This is an optimization exercise on Yosys and OpenROAD, whose aim is small area, not a production implementation. The RTL was checked by simulation tests, not by an equivalence proof against the original design. The flow treats the clock pin as an ideal source, which a real chip does not have. Power and IR drop assume default switching activity.

Setup of run A:
==> flow/design.v <==
`timescale 1ns / 1ps
module pp_fa(input a, input b, input c, output s, output co);
    assign s  = a ^ b ^ c;
    assign co = (a & b) | (a & c) | (b & c);
endmodule
module pp_ha(input a, input b, output s, output co);
    assign s  = a ^ b;
    assign co = a & b;
endmodule
module pp_bop1(input v, input nx, input ny, input zg, input gz, output br, output bg);
    wire f = ~(v ? nx : ny);
    assign br = f;
    assign bg = f | (zg & gz);
endmodule
module pp_bop2(input v, input nx, input ny, input zr, input zg, input gz, output br, output bg);
    wire f = ~(v ? nx : ny);
    assign br = f | (zr & gz);
    assign bg = f | (zg & gz);
endmodule
module pp_bop0(input v, input nx, input ny, output b);
    assign b = ~(v ? nx : ny);
endmodule
module pp_majn(input a, input bn, input c, output m);
    assign m = (a & ~bn) | (a & c) | (~bn & c);
endmodule
module pp_omux(input s, input P, input Q, input yn, output o);
    assign o = (s ? P : Q) | ~yn;
endmodule
module process(Rout,Gout,Bout,OKout,Rin,Gin,Bin,operation,value,clka,reset,OKin);
input clka,reset,OKin;
input [7:0]Rin,Gin,Bin,value;
input [2:0]operation;
output reg [7:0]Rout,Gout,Bout;
output reg OKout;
wire en = OKin & ~reset;
wire op_inc = (operation == 3'd0);
wire op_dec = (operation == 3'd1);
wire op_gry = (operation == 3'd2);
wire op_red = (operation == 3'd3);
wire op_grn = (operation == 3'd4);
wire op_blu = (operation == 3'd5);
wire op_thr = (operation == 3'd6);
wire op_inv = (operation == 3'd7);
wire s0a, c0a, s0b, c0b, w0, c0c;
pp_fa f0a(Rin[5], Rin[6], Gin[4], s0a, c0a);
pp_fa f0b(Gin[6], Bin[4], Bin[5], s0b, c0b);
pp_fa f0c(s0a, s0b, Bin[6], w0, c0c);
wire s1a, c1a, s1b, c1b, s1c, c1c, s1d, c1d, w1, c1e;
pp_fa f1a(Rin[6], Rin[7], Gin[5], s1a, c1a);
pp_fa f1b(Gin[7], Bin[5], Bin[6], s1b, c1b);
pp_fa f1c(Bin[7], c0a, c0b, s1c, c1c);
pp_fa f1d(s1a, s1b, s1c, s1d, c1d);
pp_ha h1e(s1d, c0c, w1, c1e);
wire s2a, c2a, s2b, c2b, s2c, c2c, w2, c2d;
pp_fa f2a(Rin[7], Gin[6], Bin[6], s2a, c2a);
pp_fa f2b(Bin[7], c1a, c1b, s2b, c2b);
pp_fa f2c(c1c, c1d, c1e, s2c, c2c);
pp_fa f2d(s2a, s2b, s2c, w2, c2d);
wire s3a, c3a, s3b, c3b, w3, c3c;
pp_fa f3a(Gin[7], Bin[7], c2a, s3a, c3a);
pp_fa f3b(c2b, c2c, c2d, s3b, c3b);
pp_ha h3c(s3a, s3b, w3, c3c);
wire w4, c4a;
pp_fa f4a(c3a, c3b, c3c, w4, c4a);
wire [5:0] W = {c4a, w4, w3, w2, w1, w0};
wire op_gz = op_gry | op_thr;
wire bx = ~(op_dec | op_gz);
wire by = ~(op_inc | op_gz);
wire [7:0] br, bg;
wire [8:0] Rc, Gc, Bc;
wire [8:0] Rs, Gs, Bs;
wire [6:0] Z = Rs[8:2];
pp_bop0 bop0(value[0], ~bx, ~by, br[0]);
assign bg[0] = br[0];
pp_bop1 bop1(value[1], ~bx, ~by, Z[0], op_gz, br[1], bg[1]);
genvar m;
generate
    for (m = 2; m < 8; m = m + 1) begin : bop
        pp_bop2 u(value[m], ~bx, ~by, W[m-2], Z[m-1], op_gz, br[m], bg[m]);
    end
endgenerate
wire cin = by;
assign Rc[0] = cin;
assign Gc[0] = cin;
assign Bc[0] = cin;
genvar j;
generate
    for (j = 0; j < 8; j = j + 1) begin : add
        pp_fa fr(Rin[j], br[j], Rc[j], Rs[j], Rc[j+1]);
        pp_fa fg(Gin[j], bg[j], Gc[j], Gs[j], Gc[j+1]);
        pp_fa fb(Bin[j], bg[j], Bc[j], Bs[j], Bc[j+1]);
    end
endgenerate
assign Rs[8] = Rc[8];
assign Gs[8] = Gc[8];
assign Bs[8] = Bc[8];
wire [7:0] Y = Gs[8:1];
wire [8:0] gt;
assign gt[0] = 1'b0;
assign gt[1] = Y[0] & ~value[0];
genvar i;
generate
    for (i = 1; i < 8; i = i + 1) begin : cmp
        pp_majn u(Y[i], value[i], gt[i], gt[i+1]);
    end
endgenerate
wire white = ~gt[8];
wire rP = en & (op_inc | (op_dec & Rs[8]) | op_red | (op_thr & white));
wire rQ = en & ((op_inc & Rs[8]) | op_inv | (op_thr & white));
wire gP = en & (op_inc | (op_dec & Gs[8]) | op_grn | (op_thr & white));
wire gQ = en & ((op_inc & Gs[8]) | op_inv | (op_thr & white));
wire bP = en & (op_inc | (op_dec & Bs[8]) | op_blu | (op_thr & white));
wire bQ = en & ((op_inc & Bs[8]) | op_inv | (op_thr & white));
wire selY = en & op_gry;
wire [7:0] yn = ~(Y & {8{selY}});
wire [7:0] Rn, Gn, Bn;
genvar k;
generate
    for (k = 0; k < 8; k = k + 1) begin : omux
        pp_omux ur(Rs[k], rP, rQ, yn[k], Rn[k]);
        pp_omux ug(Gs[k], gP, gQ, yn[k], Gn[k]);
        pp_omux ub(Bs[k], bP, bQ, yn[k], Bn[k]);
    end
endgenerate
always @(posedge clka) begin
    OKout <= en;
    Rout <= Rn;
    Gout <= Gn;
    Bout <= Bn;
end
endmodule
export LEC_CHECK = 0
export CAP_MARGIN = 20
export CORE_MARGIN = 2
export CORE_UTILIZATION = 65
export SLEW_MARGIN = 20
export SYNTH_HIERARCHICAL = 1
create_clock -name core_clock -period 10.0 [get_ports {clka}]
standard.sh (not shown) runs the stock make flow with config.mk's settings and CLKGATE_MAP_FILE= SYNTH_SCRIPT=/design/flow/synth_recipe.tcl, a recipe that flattens the netlist after the stock synthesis.
==> flow/flow/run.sh <==
#!/bin/bash
# Own layout flow: the standard flow (standard.sh) with these changes:
#  * synthesis is synth_recipe.tcl unchanged except that ABC maps each module for
#    area with area.abc (no buffering/upsizing) instead of ORFS's speed script;
#  * the port buffers are buf_1 instead of the buffer_ports default;
#  * CTS uses clkbuf_8 buffers without a dummy load, and post_cts.tcl makes its root
#    buffer clkbuf_1;
#  * everything else (floorplan, PDN, taps, CTS, routing) is the standard flow.
set -euo pipefail
WORK=$(pwd)
mkdir -p "$WORK/own"
sed 's#log_cmd abc {\*}$abc_args#log_cmd abc -script $::env(OWN_ABC_SCRIPT) {*}[lrange $abc_args 2 end]#' \
  "$FLOW_HOME/scripts/synth.tcl" > "$WORK/own/synth_mod.tcl"
grep -q OWN_ABC_SCRIPT "$WORK/own/synth_mod.tcl"
export OWN_SYNTH_MOD="$WORK/own/synth_mod.tcl"
export OWN_ABC_SCRIPT="$WORK/flow/area.abc"
export OWN_CLKROOT=sky130_fd_sc_hd__clkbuf_1
bash standard.sh \
  "SYNTH_SCRIPT=$WORK/flow/own_synth.tcl" \
  "BUFFER_PORTS_ARGS=-buffer_cell sky130_fd_sc_hd__buf_1" \
  "CTS_ARGS=-sink_clustering_enable -repair_clock_nets -dont_use_dummy_load -buf_list sky130_fd_sc_hd__clkbuf_8" \
  "POST_CTS_TCL=$WORK/flow/post_cts.tcl" \
  finish > "$WORK/standard_flow.log" 2>&1
==> flow/flow/area.abc <==
strash
&get -n
&dch -f
&nf -R 1000
&put
==> flow/flow/own_synth.tcl <==
# The standard synthesis (synth_recipe.tcl) with one change: ORFS's synth.tcl is used as
# synth_mod.tcl, a copy whose ABC call maps for area with flow/area.abc (written by run.sh).
proc synth {args} { yosys synth -nofsm -noshare {*}$args }
source $::env(OWN_SYNTH_MOD)
# left out here: clear keep_hierarchy, flatten, clean up, hide names made inside functions, write 1_2_yosys.v
==> flow/flow/post_cts.tcl <==
# POST_CTS hook: CTS makes a root clock buffer that drives only the leaf clock buffers,
# which then drive the flip-flops. The root needs little drive, so it becomes the
# smallest clock buffer; placement is legalised again afterwards.
set root [get_cells -quiet clkbuf_0_clka]
if { [llength $root] == 1 } {
  replace_cell $root $::env(OWN_CLKROOT)
  detailed_placement
  estimate_parasitics -placement
  puts "post_cts: root clock buffer is now $::env(OWN_CLKROOT)"
}
Both conditions hold for run A: the flow ran to the end and the final layout passed the timing, DRC and antenna checks.
[inputs] run D vs run A
--- a/flow/design.v
+++ b/flow/design.v
@@ -65,6 +65,6 @@
 wire [5:0] W = {c4a, w4, w3, w2, w1, w0};
 wire op_gz = op_gry | op_thr;
-wire bx = ~(op_dec | op_gz);
-wire by = ~(op_inc | op_gz);
+wire bx = op_inc;
+wire by = op_dec;
 wire [7:0] br, bg;
 wire [8:0] Rc, Gc, Bc;
==> run summary <==
Clock group total power, run D vs run A: up by a few percent. Lower synthesized cell count among run A and run D: run D. Run D does worse than run A on wire length. Run D against run A; total power is up by a few percent. Run A ended up with fewer cell instances than run D did. In run D, the layout multi-input combinational cell count came out 1.8% below the value in run A. Taking run A as the reference, in run D final critical-path required period higher; setup slack lower; area share of buffers outside the clock network went up.

## wip/juniper
process, a different RTL version from the one above (not shown whole).
Size: ~180 cells after synthesis, about 63 I/O pins.
==> module pp_bop, before the edit <==
module pp_bop(input v, input ninc, input ndt, output b);
    assign b = ~(v ? ninc : ndt);
endmodule
==> module process, before the edit <==
module process(Rout,Gout,Bout,OKout,Rin,Gin,Bin,operation,value,clka,reset,OKin);
input clka,reset,OKin;
input [7:0]Rin,Gin,Bin,value;
input [2:0]operation;
output reg [7:0]Rout,Gout,Bout;
output reg OKout;
wire en = OKin & ~reset;
wire op_inc = (operation == 3'd0);
wire op_dec = (operation == 3'd1);
wire op_gry = (operation == 3'd2);
wire op_red = (operation == 3'd3);
wire op_grn = (operation == 3'd4);
wire op_blu = (operation == 3'd5);
wire op_thr = (operation == 3'd6);
wire op_inv = (operation == 3'd7);
wire [7:0] b;
wire op_dt = op_dec | op_thr;
genvar m;
generate
    for (m = 0; m < 8; m = m + 1) begin : bop
        pp_bop u(value[m], ~op_inc, ~op_dt, b[m]);
    end
endgenerate
wire cin = op_dec;
wire [8:0] Rc, Gc, Bc;
wire [8:0] Rs, Gs, Bs;
assign Rc[0] = cin;
assign Gc[0] = cin;
assign Bc[0] = cin;
genvar j;
generate
    for (j = 0; j < 8; j = j + 1) begin : add
        pp_fa fr(Rin[j], b[j], Rc[j], Rs[j], Rc[j+1]);
        pp_fa fg(Gin[j], b[j], Gc[j], Gs[j], Gc[j+1]);
        pp_fa fb(Bin[j], b[j], Bc[j], Bs[j], Bc[j+1]);
    end
endgenerate
assign Rs[8] = Rc[8];
assign Gs[8] = Gc[8];
assign Bs[8] = Bc[8];
wire s0a, c0a, s0b, c0b, s0c, c0c, s0d, c0d;
pp_fa f0a(Rin[2], Rin[5], Rin[6], s0a, c0a);
pp_fa f0b(Gin[1], Gin[4], Gin[6], s0b, c0b);
pp_fa f0c(Bin[4], Bin[5], Bin[6], s0c, c0c);
pp_fa f0d(s0a, s0b, s0c, s0d, c0d);
wire s1a, c1a, s1b, c1b, s1c, c1c, s1d, c1d, s1e, c1e, s1f, c1f;
pp_fa f1a(Rin[3], Rin[6], Rin[7], s1a, c1a);
pp_fa f1b(Gin[2], Gin[5], Gin[7], s1b, c1b);
pp_fa f1c(Bin[5], Bin[6], Bin[7], s1c, c1c);
pp_fa f1d(c0a, c0b, c0c, s1d, c1d);
pp_fa f1e(s1a, s1b, s1c, s1e, c1e);
pp_fa f1f(s1d, s1e, c0d, s1f, c1f);
wire s2a, c2a, s2b, c2b, s2c, c2c, s2d, c2d, s2e, c2e, s2f, c2f;
pp_fa f2a(Rin[4], Rin[7], Gin[3], s2a, c2a);
pp_fa f2b(Gin[6], Bin[6], Bin[7], s2b, c2b);
pp_fa f2c(c1a, c1b, c1c, s2c, c2c);
pp_fa f2d(s2a, s2b, s2c, s2d, c2d);
pp_fa f2e(c1d, c1e, c1f, s2e, c2e);
pp_ha h2f(s2d, s2e, s2f, c2f);
wire s3a, c3a, s3b, c3b, s3c, c3c, s3d, c3d, s3e, c3e;
pp_fa f3a(Rin[5], Gin[4], Gin[7], s3a, c3a);
pp_fa f3b(Bin[7], c2a, c2b, s3b, c3b);
pp_fa f3c(c2c, c2d, c2e, s3c, c3c);
pp_fa f3d(s3a, s3b, s3c, s3d, c3d);
pp_ha h3e(s3d, c2f, s3e, c3e);
wire s4a, c4a, s4b, c4b, s4c, c4c;
pp_fa f4a(Rin[6], Gin[5], c3a, s4a, c4a);
pp_fa f4b(c3b, c3c, c3d, s4b, c4b);
pp_fa f4c(s4a, s4b, c3e, s4c, c4c);
wire s5a, c5a, s5b, c5b;
pp_fa f5a(Rin[7], Gin[6], c4a, s5a, c5a);
pp_fa f5b(s5a, c4b, c4c, s5b, c5b);
wire s6a, c6a;
pp_fa f6a(Gin[7], c5a, c5b, s6a, c6a);
wire [7:0] Y = {c6a, s6a, s5b, s4c, s3e, s2f, s1f, s0d};
wire [8:0] gt;
assign gt[0] = 1'b0;
assign gt[1] = Y[0] & b[0];
genvar i;
generate
    for (i = 1; i < 8; i = i + 1) begin : cmp
        pp_maj u(Y[i], b[i], gt[i], gt[i+1]);
    end
endgenerate
wire white = ~gt[8];
wire rP = en & (op_inc | (op_dec & Rs[8]) | op_red | (op_thr & white));
wire rQ = en & ((op_inc & Rs[8]) | op_inv | (op_thr & white));
wire gP = en & (op_inc | (op_dec & Gs[8]) | op_grn | (op_thr & white));
wire gQ = en & ((op_inc & Gs[8]) | op_inv | (op_thr & white));
wire bP = en & (op_inc | (op_dec & Bs[8]) | op_blu | (op_thr & white));
wire bQ = en & ((op_inc & Bs[8]) | op_inv | (op_thr & white));
wire selY = en & op_gry;
wire [7:0] yn = ~(Y & {8{selY}});
wire [7:0] Rn, Gn, Bn;
genvar k;
generate
    for (k = 0; k < 8; k = k + 1) begin : omux
        pp_omux ur(Rs[k], rP, rQ, yn[k], Rn[k]);
        pp_omux ug(Gs[k], gP, gQ, yn[k], Gn[k]);
        pp_omux ub(Bs[k], bP, bQ, yn[k], Bn[k]);
    end
endgenerate
always @(posedge clka) begin
    OKout <= en;
    Rout <= Rn;
    Gout <= Gn;
    Bout <= Bn;
end
endmodule
clock: 10.0 ns
lec_check: 0
cap_margin: 20
core_margin: 2
core_utilization: 55
slew_margin: 20
synth_hierarchical: 1
==> flow/flow/run.sh <==
#!/bin/bash
# Own layout flow: the standard flow (standard.sh) with three changes:
#  * synthesis is synth_recipe.tcl unchanged except that ABC maps each module for
#    area with area.abc (no buffering/upsizing) instead of ORFS's speed script;
#  * the port buffers are buf_1 instead of the buffer_ports default;
#  * everything else (floorplan, PDN, taps, CTS, routing) is the standard flow.
set -euo pipefail
WORK=$(pwd)
mkdir -p "$WORK/own"
sed 's#log_cmd abc {\*}$abc_args#log_cmd abc -script $::env(OWN_ABC_SCRIPT) {*}[lrange $abc_args 2 end]#' \
  "$FLOW_HOME/scripts/synth.tcl" > "$WORK/own/synth_mod.tcl"
grep -q OWN_ABC_SCRIPT "$WORK/own/synth_mod.tcl"
export OWN_SYNTH_MOD="$WORK/own/synth_mod.tcl"
export OWN_ABC_SCRIPT="$WORK/flow/area.abc"
bash standard.sh \
  "SYNTH_SCRIPT=$WORK/flow/own_synth.tcl" \
  "BUFFER_PORTS_ARGS=-buffer_cell sky130_fd_sc_hd__buf_1" \
  finish > "$WORK/standard_flow.log" 2>&1
Scripts as last shown in full above: flow/flow/area.abc, flow/flow/own_synth.tcl
## Diff of input files: wip/amber against wip/juniper
--- a/flow/design.v
+++ b/flow/design.v
@@ -6,10 +6,10 @@
 module pp_ha(input a, input b, output s, output co);
     assign s  = a ^ b;
     assign co = a & b;
 endmodule
-module pp_bop(input v, input ninc, input ndt, output b);
-    assign b = ~(v ? ninc : ndt);
+module pp_bop(input v, input inc, input dt, output b);
+    assign b = v ? inc : dt;
 endmodule
 module pp_maj(input a, input b, input c, output m);
     assign m = (a & b) | (a & c) | (b & c);
 endmodule
@@ -35,9 +35,9 @@
 wire op_dt = op_dec | op_thr;
 genvar m;
 generate
     for (m = 0; m < 8; m = m + 1) begin : bop
-        pp_bop u(value[m], ~op_inc, ~op_dt, b[m]);
+        pp_bop u(value[m], op_inc, op_dt, b[m]);
     end
 endgenerate
 wire cin = op_dec;
 wire [8:0] Rc, Gc, Bc;
## What came out
Looking only at number of non-clock buffers, and setting everything else aside, the lower value of wip/juniper and wip/amber goes to wip/juniper.
Portion of netlist area occupied by mux cells: wip/amber higher than wip/juniper
wip/juniper -> wip/amber: tap cell count delta 0, exact match
Going from wip/juniper to wip/amber, power after layout decreased 5.6 uW, total track usage decreased 0.25 points, sequential fraction of design power increased 0.4 points.
Via count of the routed design shrinks slightly when moving from wip/juniper to wip/amber.

-- re-timing with driven ports --
How much do the figures lean on ideal ports? The routed layouts below were timed once more, with nothing changed but the port constraints. Step 1 (the two cells are an assumption about what drives the block):
set clk [get_ports {clka}]
set_driving_cell -lib_cell sky130_fd_sc_hd__clkbuf_16 $clk
set_driving_cell -lib_cell sky130_fd_sc_hd__buf_2 [delete_from_list [all_inputs] $clk]
Step 2 times the ports against the registers' clock, not the clock port: input delays grow and output delays shrink by t, the midpoint of the rising clock arrivals with the driver on. a / b / c = ideal ports / drivers / drivers and shift; a / b = the first two.
| run | t (ns) | setup WS [ns] | hold slack, ns | cell pins on the clock port's net |
|---|---|---|---|---|
| run A | 0.364 | 0.659 / 0.650 / 0.285 | 1.997 / 2.000 / 2.364 | 1 |
| run D | 0.367 | 0.609 / 0.609 / 0.242 | 1.969 / 1.971 / 2.339 | 1 |
| wip/juniper | 0.292 | 1.260 / 1.265 / 0.973 | 2.089 / 2.085 / 2.377 | 1 |
| wip/amber | 0.283 | 1.261 / 1.264 / 0.981 | 2.083 / 2.083 / 2.366 | 1 |
After both steps every run listed still meets setup and hold. For run A, which loses most, drivers alone change the setup slack by -0.009 ns; drivers and shift together by -0.374 ns.
